What follows belongs to an exercise in optimizing a design on an open flow for small area; a production flow would make more cautious choices.
Only simulation tests tie the RTL to the original design; equivalence was not proved.

## flow/run.sh

```bash
#!/bin/bash
# synth_recipe.tcl (not shown) runs the flow's synth.tcl, then flattens the netlist and writes it again
# the make line also repeats each setting of config.mk as NAME=value (left out here)
make -C /OpenROAD-flow-scripts/flow DESIGN_CONFIG=/design/flow/config.mk WORK_HOME=/design/flow/orfs CLKGATE_MAP_FILE= SYNTH_SCRIPT=/design/flow/synth_recipe.tcl finish
```

## flow/config.mk

```make
export PLATFORM = sky130hd
export DESIGN_NAME = puzzle
export DESIGN_NICKNAME = puzzle
export VERILOG_FILES = /design/flow/design.v
export SDC_FILE = /design/flow/constraint.sdc
export NUM_CORES = 4
export LEC_CHECK = 0
export CAP_MARGIN = 20
export CORE_MARGIN = 2
export CORE_UTILIZATION = 40
export PLACE_DENSITY = 0.6
export SLEW_MARGIN = 20
export SYNTH_HIERARCHICAL = 1
export SYNTH_MINIMUM_KEEP_SIZE = 0
```

## flow/constraint.sdc

```tcl
create_clock -name core_clock -period 5.0 [get_ports {clk}]
set_input_delay 1.0000 -clock core_clock [delete_from_list [all_inputs] [get_ports {clk}]]
set_output_delay 1.0000 -clock core_clock [all_outputs]
set_load 0.01 [all_outputs]
```

## flow/design.v

```verilog
module puzzle_inv   (input a, output y);                  assign y = ~a;                         endmodule
module puzzle_nor2  (input a, b, output y);               assign y = ~(a | b);                   endmodule
module puzzle_nor4  (input a, b, c, d, output y);         assign y = ~(a | b | c | d);           endmodule
module puzzle_or4   (input a, b, c, d, output y);         assign y = a | b | c | d;              endmodule
module puzzle_nand2 (input a, b, output y);               assign y = ~(a & b);                   endmodule
module puzzle_nand3 (input a, b, c, output y);            assign y = ~(a & b & c);               endmodule
module puzzle_nand4 (input a, b, c, d, output y);         assign y = ~(a & b & c & d);           endmodule
module puzzle_and2  (input a, b, output y);               assign y = a & b;                      endmodule
module puzzle_o21a  (input a, b, c, output y);            assign y = (a | b) & c;                endmodule
module puzzle_a22oi (input a, b, c, d, output y);         assign y = ~(a & b | c & d);           endmodule
module puzzle_a222oi(input a, b, c, d, e, f, output y);   assign y = ~(a & b | c & d | e & f);   endmodule
module puzzle_a22o  (input a, b, c, d, output y);         assign y = a & b | c & d;              endmodule
module puzzle_a221o (input a, b, c, d, e, output y);      assign y = a & b | c & d | e;          endmodule
module puzzle_mval (input [15:0] src, input [15:0] bits, input rst,
                    output mval);
  wire [5:0] t;
  wire       na, nb;
  puzzle_a222oi u_t0 (src[0],  bits[0],  src[1],  bits[1],  src[2],  bits[2],  t[0]);
  puzzle_a222oi u_t1 (src[3],  bits[3],  src[4],  bits[4],  src[5],  bits[5],  t[1]);
  puzzle_a222oi u_t2 (src[6],  bits[6],  src[7],  bits[7],  src[8],  bits[8],  t[2]);
  puzzle_a222oi u_t3 (src[9],  bits[9],  src[10], bits[10], src[11], bits[11], t[3]);
  puzzle_a222oi u_t4 (src[12], bits[12], src[13], bits[13], src[14], bits[14], t[4]);
  puzzle_nand2  u_t5 (src[15], bits[15], t[5]);
  puzzle_nand3  u_na (t[0], t[1], t[2], na);
  puzzle_nand3  u_nb (t[3], t[4], t[5], nb);
  puzzle_o21a   u_m  (na, nb, rst, mval);
endmodule
module puzzle (clk, rst, direction, cells_flat, solved);
input           clk, rst;
input [1:0]     direction;
output [63:0]   cells_flat;  
output          solved;
reg  [63:0]     cells;
wire [63:0]     cells_d;
localparam [63:0] INIT = {4'd15, 4'd11, 4'd13, 4'd9,
                          4'd12, 4'd10, 4'd14, 4'd5,
                          4'd4,  4'd8,  4'd7,  4'd6,
                          4'd3,  4'd2,  4'd1,  4'd0};
wire [15:0] empty;            
wire [3:0]  erow, ecol;       
wire [3:0]  nsrow, nscol;     
wire [15:0] src;              
wire [15:0] keep;             
wire [3:0]  mval;             
wire        nrst;
wire mv_h, mv_v, nd0, mv_l, mv_r, mv_u, mv_d;
assign mv_v = direction[1];   
puzzle_inv  u_h  (direction[1], mv_h);  
puzzle_inv  u_d0 (direction[0], nd0);
puzzle_nor2 u_l  (direction[1], direction[0], mv_l);
puzzle_nor2 u_r  (direction[1], nd0, mv_r);
puzzle_nor2 u_u  (mv_h, direction[0], mv_u);
puzzle_nor2 u_dn (mv_h, nd0, mv_d);
puzzle_inv  u_nr (rst, nrst);
genvar i, b;
generate
  for (i = 0; i < 16; i = i + 1) begin : g_empty
    puzzle_nor4 u_z (cells[i*4], cells[i*4+1], cells[i*4+2], cells[i*4+3], empty[i]);
  end
  for (i = 0; i < 4; i = i + 1) begin : g_rc
    puzzle_or4 u_er (empty[i*4], empty[i*4+1], empty[i*4+2], empty[i*4+3], erow[i]);
    puzzle_or4 u_ec (empty[i], empty[4+i], empty[8+i], empty[12+i], ecol[i]);
  end
endgenerate
puzzle_a22oi  u_sr0 (mv_h, erow[0], mv_u, erow[1], nsrow[0]);
puzzle_a222oi u_sr1 (mv_h, erow[1], mv_u, erow[2], mv_d, erow[0], nsrow[1]);
puzzle_a222oi u_sr2 (mv_h, erow[2], mv_u, erow[3], mv_d, erow[1], nsrow[2]);
puzzle_a22oi  u_sr3 (mv_h, erow[3], mv_d, erow[2], nsrow[3]);
puzzle_a22oi  u_sc0 (mv_v, ecol[0], mv_l, ecol[1], nscol[0]);
puzzle_a222oi u_sc1 (mv_v, ecol[1], mv_l, ecol[2], mv_r, ecol[0], nscol[1]);
puzzle_a222oi u_sc2 (mv_v, ecol[2], mv_l, ecol[3], mv_r, ecol[1], nscol[2]);
puzzle_a22oi  u_sc3 (mv_v, ecol[3], mv_r, ecol[2], nscol[3]);
generate
  for (b = 0; b < 4; b = b + 1) begin : g_mval
    wire [15:0] bits;
    for (i = 0; i < 16; i = i + 1) begin : g_bits
      assign bits[i] = cells[i*4+b];
    end
    puzzle_mval u_mval (.src(src), .bits(bits), .rst(rst), .mval(mval[b]));
  end
  for (i = 0; i < 16; i = i + 1) begin : g_cell
    puzzle_nor2 u_src  (nsrow[i/4], nscol[i%4], src[i]);
    puzzle_nor2 u_keep (src[i], nrst, keep[i]);
    for (b = 0; b < 4; b = b + 1) begin : g_bit
      if (INIT[i*4+b]) begin : g_one
        puzzle_a221o u_d (empty[i], mval[b], keep[i], cells[i*4+b], nrst, cells_d[i*4+b]);
      end else begin : g_zero
        puzzle_a22o  u_d (empty[i], mval[b], keep[i], cells[i*4+b], cells_d[i*4+b]);
      end
    end
  end
endgenerate
always @(posedge clk)
  cells <= cells_d;
assign cells_flat = cells;
wire [7:0] ns;
wire [1:0] s;
puzzle_nand4 u_s0 (cells[0*4+0],  cells[1*4+1],  cells[2*4+1],  cells[2*4+0],  ns[0]);
puzzle_nand4 u_s1 (cells[3*4+2],  cells[4*4+2],  cells[4*4+0],  cells[5*4+2],  ns[1]);
puzzle_nand4 u_s2 (cells[5*4+1],  cells[6*4+2],  cells[6*4+1],  cells[6*4+0],  ns[2]);
puzzle_nand4 u_s3 (cells[7*4+3],  cells[8*4+3],  cells[8*4+0],  cells[9*4+3],  ns[3]);
puzzle_nand4 u_s4 (cells[9*4+1],  cells[10*4+3], cells[10*4+1], cells[10*4+0], ns[4]);
puzzle_nand4 u_s5 (cells[11*4+3], cells[11*4+2], cells[12*4+3], cells[12*4+2], ns[5]);
puzzle_nand4 u_s6 (cells[12*4+0], cells[13*4+3], cells[13*4+2], cells[13*4+1], ns[6]);
puzzle_nand4 u_s7 (cells[14*4+3], cells[14*4+2], cells[14*4+1], cells[14*4+0], ns[7]);
puzzle_nor4  u_s8 (ns[0], ns[1], ns[2], ns[3], s[0]);
puzzle_nor4  u_s9 (ns[4], ns[5], ns[6], ns[7], s[1]);
puzzle_and2  u_sd (s[0], s[1], solved);
endmodule
```

==> impl_metrics.yaml <==
logic_synthesis:
  synth_area_leaders: "dfxtp_1, a221o_1, a22o_1, a222oi_1, nor4_2"
  ys_seq_elements: 64
  synth_seq_area_share_pct: 46.67
  yosys_warnings: 7
  yosys.area.top_type: "dfxtp_1"
  postSynthCellCount: 246
  syn_nets: 250
  synth_top_cell_area_share_pct: 46.67
  syn-mean-instance-area_um2: 11.16
  ys_types: 14
  netlist_area_um2: 2745
final_layout:
  antenna_cells: 0
  drive_gt1_share_pct: 11.21
  final_nets: 330
  final_cell_mix: "clkdlybuf4s50_1, dfxtp_1, nor2_1, a22o_1, a221o_1"
  final_core_util_pct: 55.87
  fillers: 612
  reg_top3: "cells x64"
  final_common_cell: "clkdlybuf4s50_1"
  largest_reg_flops: 64
  syn_to_final_growth_pct: 36.74
  top_register: "cells"
sta:
  tightest_slew_ns: 0.9999
  slew_headroom_pct: 33.27
  rsz0062_at_grt: "false"
  setup_violations: 0
  fin_crit_sh_pct: 80.38
  setup_tns_ns: 0
  fmax_ghz: 0.2488
  skew_ns: 0.01045
  hold_violations: 0
  slew_viol_final: 0
  period_needed_ns: 4.019
  whs_ns: 0.5423
global_routing:
  grt_pass1_wl_um: 13770
  grt_pass1_vias: 2554
  grt.total_usage_pct: 23.94
  gr-total-overflow: 0
  grt_max_degree: 35
  antenna_found_initial: 0
power_and_ir_drop:
  pwr_density_cell_nw_per_um2: 611.6
  peakVddDrop_mv: 0.3307
  leakagePower_nw: 1.343
  p_total_mw: 2.296
drt:
  wl_per_cell_um: 21.19
  vias: 2732
  drtAntennaViolNets: 0
  avgViaCountPerCell: 6.663
  routed_wl_um: 8688
  drc: 0
  drt_iter0_drc: 276
  firstDrtPassIters: 7
worst_setup_path:
  worst-path-buf-inv: 2
  crit_required_ns: 5.22
  path_class: "in -> reg"
  worstRegToRegCells: 8
  path_max_fanout: 16
  startpoint_type: "input pin"
  slowest_delay_ns: 0.57
  crit_path_end_kind: "flop"
  regToRegStartpoint: "cells[5]"
  cpLargestDelayFamily: "compound AO/OA/AOI/OAI gates"
  rr_endpoint: "cells[17]"
  worst_path_max_delay_cell: "a222oi_1"
  path_cells: "clkdlybuf4s50_1, inv_1, nor2_1, a222oi_1, nor2_1, a222oi_1, nand3_1, o21a_1, a221o_1"
  regToRegSetupSlack_ns: 1.19
  worstPathArrival_ns: 4.24
clock_network:
  clk_latency_ns: 0.34
  clkSlewWorstSetupHoldPaths_ns: 0.07
  holdBufCountCts: 0
  cts_tree: "done"
  clock-sinks: 64
  clock_tree.buffer_depth: 2
  post-cts-setup-buffers: 0
  cts_buffers: 9
  clockRootBuffer: "clkbuf_8"
  htreeDepth: 3
  ctsResizeCount: 0
floorplanning:
  die_area_um2: 7541
  rows: 30
  die_y_um: 86.84
  core_um2: 6719
  die_w_um: 86.84
  start_util_pct: 40.86
  io_pins: 69
place:
  place_congestion: 0.8515
  dp_hpwl_um: 6224
  port_buffers: 68
job:
  cap_viol_max_count: 0
worst_hold_path:
  hold_path_end: "cells[3]"
  holdPathStages: 1
  hp-start: "cells[3]"
  min_path_type: "reg -> reg"
run_status:
  outcome: "finished clean"
## per-module statistics from Yosys (local to each module, per instance), excerpt
module / copies in the design / area, um2 / flops+latches / cells inside
puzzle: 1 / 1281 / 64 / 64
puzzle_nor4: 18 / 12.51 / 0 / 1
puzzle_a221o: 32 / 10.01 / 0 / 1
puzzle_a222oi: 24 / 10.01 / 0 / 1
puzzle_a22o: 32 / 8.758 / 0 / 1
puzzle_or4: 8 / 7.507 / 0 / 1
puzzle_and2: 1 / 6.256 / 0 / 1
puzzle_nand4: 8 / 6.256 / 0 / 1
puzzle_nand3: 8 / 5.005 / 0 / 1
puzzle_nor2: 36 / 3.754 / 0 / 1
puzzle_nand2: 4 / 3.754 / 0 / 1
puzzle_inv: 3 / 3.754 / 0 / 1
## layer usage
metal	up-vias	global-route usage, %	part of all wire, %
met5	-	0	0
met1	1340	35.67	46
li1	1262	-	-
met2	120	34.07	45
met3	10	5.238	6.9
met4	0	7.670	1.2
## report_power, final
group | switching (mW) | internal, mW
clock network | 0.188 | 0.305
registers | 0.176 | 0.635
logic | 0.541 | 0.451
total | 0.905 | 1.39
## cell usage after synthesis
library cell and count:
a221o_1 32, and2_1 1, a222oi_1 24, nor2_1 36
nor4_2 18, dfxtp_1 64, inv_1 3, nand3_1 8
nand2_1 4, nand4_1 8, a22o_1 32, or4_1 8
o21a_1 4, a22oi_2 4
## kinds of logic after synthesis
group / after synthesis / share of synthesized area [%]
compound gates: 96 / 33.55
buf+inv: 3 / 0.4102
flops: 64 / 46.67
simple gates: 83 / 19.37
## final cells by class
| cell class | count | area (um2) | area share (%) |
|---|---|---|---|
| clock inverters | 3 | 65.06 | 1.733 |
| repair buffers | 69 | 688.2 | 18.33 |
| inverters | 3 | 11.26 | 0.3000 |
| clock buffers | 12 | 155.1 | 4.133 |
| flip-flops and latches | 64 | 1281 | 34.13 |
| well taps | 80 | 100.1 | 2.667 |
| multi-input cells | 179 | 1453 | 38.70 |
## per-stage QoR
stage          cell area, um2  worst slack (ns)  std cells
3_5_place_dp             3533            0.7237        395
4_1_cts                  3754             1.052        410
2_1_floorplan            2745             1.941        246
3_3_place_gp             3533            0.7408        395
6_report                 3754            0.9812        410
5_1_grt                  3754            0.8256        410
## how the worst max path moves through the flow
stage / start / to / cells after the start
finish: direction[1] / cells[17] / 9
floorplan: direction[1] / cells[12] / 8
global route: direction[1] / cells[61] / 9
CTS: direction[1] / cells[17] / 9
detailed placement: direction[1] / cells[61] / 9
global placement: direction[1] / cells[61] / 9

[what the ideal ports hide]
No port has a modelled driver above. Below, the same layout with a new extraction and two added sets of constraints. Step 1 (the two cells are an assumption about what drives the block):
set clk [get_ports {clk}]
set_driving_cell -lib_cell sky130_fd_sc_hd__clkbuf_16 $clk
set_driving_cell -lib_cell sky130_fd_sc_hd__buf_2 [delete_from_list [all_inputs] $clk]
Step 2 moves the port delays by t, midway between the first and last clock arrival at a register: inputs arrive t later, outputs are due t later. That takes back most of the time a late clock gives input paths. Three values: ideal, step 1, step 2; two values: the first two.
t, ns: 0.361
setup WS [ns]: 0.981 / 0.986 / 0.625
worst hold slack (ns): 0.542 / 0.542 / 0.542
latest minus earliest clock arrival (ns): 0.011 / 0.010
slew at the worst register clock pin (ns): 0.07 / 0.07
After both steps setup and hold are still met in this run. For this run, drivers alone change the setup slack by +0.005 ns; drivers and shift together by -0.356 ns.
